Context: an optimization exercise on an open-source flow, tuned for small area. The choices shown serve that exercise and are no tape-out recipe.
Function was checked by simulation only, so behaviour that the tests miss may differ from the original.
Power is estimated from default activity; no workload was simulated.

## v21
==> flow/design.v (excerpt) <==
module mag_dig_top #(
  parameter ADC_BITS=10,
  parameter W=24,
  parameter FRAC=12,
  parameter LOG2_OSR_MAX=8
)(
  input                 clk,
  input                 rst_n,
  input  [ADC_BITS-1:0] adc_code,
  input                 adc_valid,
  input  [1:0]          mux_sel,
  input  sclk,
  input  cs_n,
  input  mosi,
  output miso,
  input  [31:0]         version_id
);
export LEC_CHECK = 0
export ABC_AREA = 1
export CAP_MARGIN = 20
export CORE_MARGIN = 2
export CORE_UTILIZATION = 45
export CTS_BUF_LIST = sky130_fd_sc_hd__clkbuf_8 sky130_fd_sc_hd__clkbuf_16
export CTS_CLUSTER_DIAMETER = 80
export CTS_CLUSTER_SIZE = 26
export GPL_TIMING_DRIVEN = 1
export PLACE_DENSITY = 0.6
export SLEW_MARGIN = 20
create_clock -name core_clock -period 55.0 [get_ports {clk}]
run.sh (not shown) runs the stock make flow with config.mk's settings and CLKGATE_MAP_FILE= SYNTH_SCRIPT=/design/flow/synth_recipe.tcl, a recipe that flattens the netlist after the stock synthesis.
Input changes introduced in v24 (baseline for comparison: v21):
Settings: a change of CTS_CLUSTER_DIAMETER from 80 to 84; a change of SLEW_MARGIN from 20 to 10; a change of CTS_CLUSTER_SIZE from 26 to 28; a deleted CTS_BUF_LIST that had been sky130_fd_sc_hd__clkbuf_8 sky130_fd_sc_hd__clkbuf_16; a change of CAP_MARGIN from 20 to 10.
==> flow/flow/run.sh (new file) <==
#!/bin/bash
# Own layout flow: the standard ORFS flow (standard.sh, standard synthesis) with two
# changes to how the layout is made:
#  - the port buffers are sky130_fd_sc_hd__buf_1 (every port still gets a buffer);
#  - clock tree synthesis adds no dummy loads (the H-tree is still balanced by its
#    clustering; no register's clock is delayed on purpose).
set -euo pipefail
export BUFFER_PORTS_ARGS="-buffer_cell sky130_fd_sc_hd__buf_1"
export CTS_ARGS="-sink_clustering_enable -repair_clock_nets -sink_clustering_size 28 -sink_clustering_max_diameter 84 -dont_use_dummy_load"
bash standard.sh finish > flow_standard.log 2>&1
==> flow/standard.sh (new file) <==
#!/bin/bash
# synth_recipe.tcl (not shown) runs the flow's synth.tcl, then flattens the netlist and writes it again
# the make line also repeats each setting of config.mk as NAME=value (left out here)
make -C /OpenROAD-flow-scripts/flow DESIGN_CONFIG=/design/flow/config.mk WORK_HOME=/design/flow/orfs CLKGATE_MAP_FILE= SYNTH_SCRIPT=/design/flow/synth_recipe.tcl "${@:-finish}"
removed: flow/run.sh
==> comparison <==
[compare] base=v21 new=v24: hold slack now smaller, share of final-layout standard cells stronger than drive strength 1 now smaller, critical path depth now larger, global placer's final weighted congestion now smaller.
Delta (v24 minus v21): sequential power held; utilization of the core after routing went down 0.87 points; routed wire length went down 1.4%; cell depth of the worst flop-to-flop path went up about 2.6%; largest net degree at the start of global routing went up 2.9%.
Re number of routed nets with antenna violations: no difference whatsoever between v21 and v24.
Looking at the reports, v24 completed the entire flow and the layout it produced met the timing, DRC and antenna checks.
Setup changes, v24 to v6
Settings: SLEW_MARGIN now 20, was 10; CAP_MARGIN now 20, was 10.
==> flow/run.sh (new file) <==
#!/bin/bash
# synth_recipe.tcl (not shown) runs the flow's synth.tcl, then flattens the netlist and writes it again
# the make line also repeats each setting of config.mk as NAME=value (left out here)
make -C /OpenROAD-flow-scripts/flow DESIGN_CONFIG=/design/flow/config.mk WORK_HOME=/design/flow/orfs CLKGATE_MAP_FILE= SYNTH_SCRIPT=/design/flow/synth_recipe.tcl finish
removed: flow/flow/run.sh
removed: flow/standard.sh
Notes after the runs:
v6 did not stop at any stage, and its layout met the timing, DRC and antenna checks.
Measured against each other, v24 and v6 differ in part of the power in combinational logic, the lower figure coming from v6.
Compared with v24, v6 shows global-route met2 utilization higher by 1.7 points.
Number of filler cells placed in the layout, v6 vs v24: down slightly
Per the comparison of v6 with v24, register-to-register slack decreased 90 ps, via count comparable.
The following lists how v20 was set up differently from v6:
==> flow/flow/run.sh (new file) <==
#!/bin/bash
# Own layout flow: the standard ORFS flow (standard.sh, standard synthesis) with two
# changes to how the layout is made:
#  - the port buffers are sky130_fd_sc_hd__buf_1 (every port still gets a buffer);
#  - clock tree synthesis adds no dummy loads (the H-tree is still balanced by its
#    clustering; no register's clock is delayed on purpose).
set -euo pipefail
export BUFFER_PORTS_ARGS="-buffer_cell sky130_fd_sc_hd__buf_1"
export CTS_ARGS="-sink_clustering_enable -repair_clock_nets -sink_clustering_size 28 -sink_clustering_max_diameter 84 -dont_use_dummy_load"
bash standard.sh finish > flow_standard.log 2>&1
==> flow/standard.sh (new file) <==
#!/bin/bash
# synth_recipe.tcl (not shown) runs the flow's synth.tcl, then flattens the netlist and writes it again
# the make line also repeats each setting of config.mk as NAME=value (left out here)
make -C /OpenROAD-flow-scripts/flow DESIGN_CONFIG=/design/flow/config.mk WORK_HOME=/design/flow/orfs CLKGATE_MAP_FILE= SYNTH_SCRIPT=/design/flow/synth_recipe.tcl "${@:-finish}"
removed: flow/run.sh
[summary]
v20 does better than v6 on half-perimeter wire length after placement.
Lower pin count of the biggest net entering global routing goes to v6 over v20.
Compared with v6, v20 shows a fraction of power consumed by the clock network that is 2.9 points lower.
Diff v20..v6 | synthesized-area fraction occupied by adder cells | unchanged
Cell area | v20 vs v6 | v20 smaller
v20 vs. v6: buffer count excluding the clock tree in the final layout rose 1.5%, global-route wire length before repair went down by 1.2%, final routed wirelength across all metal layers dropped 1.2%.
v20 finished end to end and its layout was clean on timing, DRC and antenna.
Inputs modified between v20 and v47:
Settings: CTS_CLUSTER_DIAMETER: 84 -> 80; CTS_CLUSTER_SIZE: 28 -> 26.
==> flow/run.sh (new file) <==
#!/bin/bash
# synth_recipe.tcl (not shown) runs the flow's synth.tcl, then flattens the netlist and writes it again
# the make line also repeats each setting of config.mk as NAME=value (left out here)
make -C /OpenROAD-flow-scripts/flow DESIGN_CONFIG=/design/flow/config.mk WORK_HOME=/design/flow/orfs CLKGATE_MAP_FILE= SYNTH_SCRIPT=/design/flow/synth_recipe.tcl finish
removed: flow/flow/run.sh
removed: flow/standard.sh
[summary]
v47 completed every stage of the flow, and the final layout passed the timing, DRC and antenna checks. Both conditions hold for v20: the flow ran to the end and the final layout passed the timing, DRC and antenna checks. Across both runs, number of clock buffer instances in the layout was higher for v47 than for v20. Of v47 and v20, v47 shows the higher design internal power, with v20 below it. From v20 to v47, synthesized area per cell did not move at all. In the reports for v47 and v20, the larger met2 routed wirelength belongs to v47.
Relative to v47, the following input files were edited for v35:
Settings: CTS_CLUSTER_SIZE: 26 -> 28; CTS_CLUSTER_DIAMETER: 80 -> 84.
==> flow/flow/run.sh (new file) <==
#!/bin/bash
# Own layout flow: the standard ORFS flow (standard.sh, standard synthesis) with two
# changes to how the layout is made:
#  - the port buffers are sky130_fd_sc_hd__buf_1 (every port still gets a buffer);
#  - clock tree synthesis adds no dummy loads (the H-tree is still balanced by its
#    clustering; no register's clock is delayed on purpose).
set -euo pipefail
export BUFFER_PORTS_ARGS="-buffer_cell sky130_fd_sc_hd__buf_1"
export CTS_ARGS="-sink_clustering_enable -repair_clock_nets -sink_clustering_size 17 -sink_clustering_max_diameter 62 -sink_clustering_buffer sky130_fd_sc_hd__clkbuf_8 -dont_use_dummy_load"
bash standard.sh finish > flow_standard.log 2>&1
==> flow/standard.sh (new file) <==
#!/bin/bash
# synth_recipe.tcl (not shown) runs the flow's synth.tcl, then flattens the netlist and writes it again
# the make line also repeats each setting of config.mk as NAME=value (left out here)
make -C /OpenROAD-flow-scripts/flow DESIGN_CONFIG=/design/flow/config.mk WORK_HOME=/design/flow/orfs CLKGATE_MAP_FILE= SYNTH_SCRIPT=/design/flow/synth_recipe.tcl "${@:-finish}"
removed: flow/run.sh
- v35 — share of the clock period used by the worst path after layout 0.42 points lower, v47 as reference
- v35 ends up with a final area that is about 1.7% lower than in v47.
- In v35, data arrival time of the critical path is lower than in v47.
- Delta (v35 minus v47): hold slack shows a reduction of 56 ps, via count picked up an extra 0.54%.
- v47 has higher final critical path time including I/O delays and setup than v35.
- v35: clock buffer count in the final layout is 31 higher than what v47 reported.
- Having completed the whole flow, v47 delivered a layout that passed the timing, DRC and antenna checks.
- v35 went all the way through the flow, and no timing, DRC or antenna check failed.

what the ideal ports hide:
In the flow no input, the clock included, has a driving cell. The finished layouts below were timed again as built, in two steps.
Step 1: set_driving_cell puts a clkbuf_16 on clk and a buf_2 on each other input, an assumption about the parent block.
Step 2 times the ports against the registers' clock, not the clock port: input delays grow and output delays shrink by t, the midpoint of the rising clock arrivals with the driver on.
Slacks: ideal ports / drivers / drivers and shift; pairs: ideal ports / drivers.
run	t (ns)	setup slack, ns	worst setup path at the end	worst register clock-pin slew, ns
v21	0.835	29.770 / 29.770 / 29.770	register to register	0.10 / 0.10
v24	0.790	29.891 / 29.891 / 29.891	register to register	0.11 / 0.11
v6	0.818	29.803 / 29.803 / 29.803	register to register	0.11 / 0.11
v20	0.789	29.865 / 29.865 / 29.865	register to register	0.11 / 0.11
v47	0.833	29.724 / 29.724 / 29.724	register to register	0.11 / 0.11
v35	0.800	29.958 / 29.958 / 29.958	register to register	0.12 / 0.12
After both steps setup and hold are still met in every run listed.
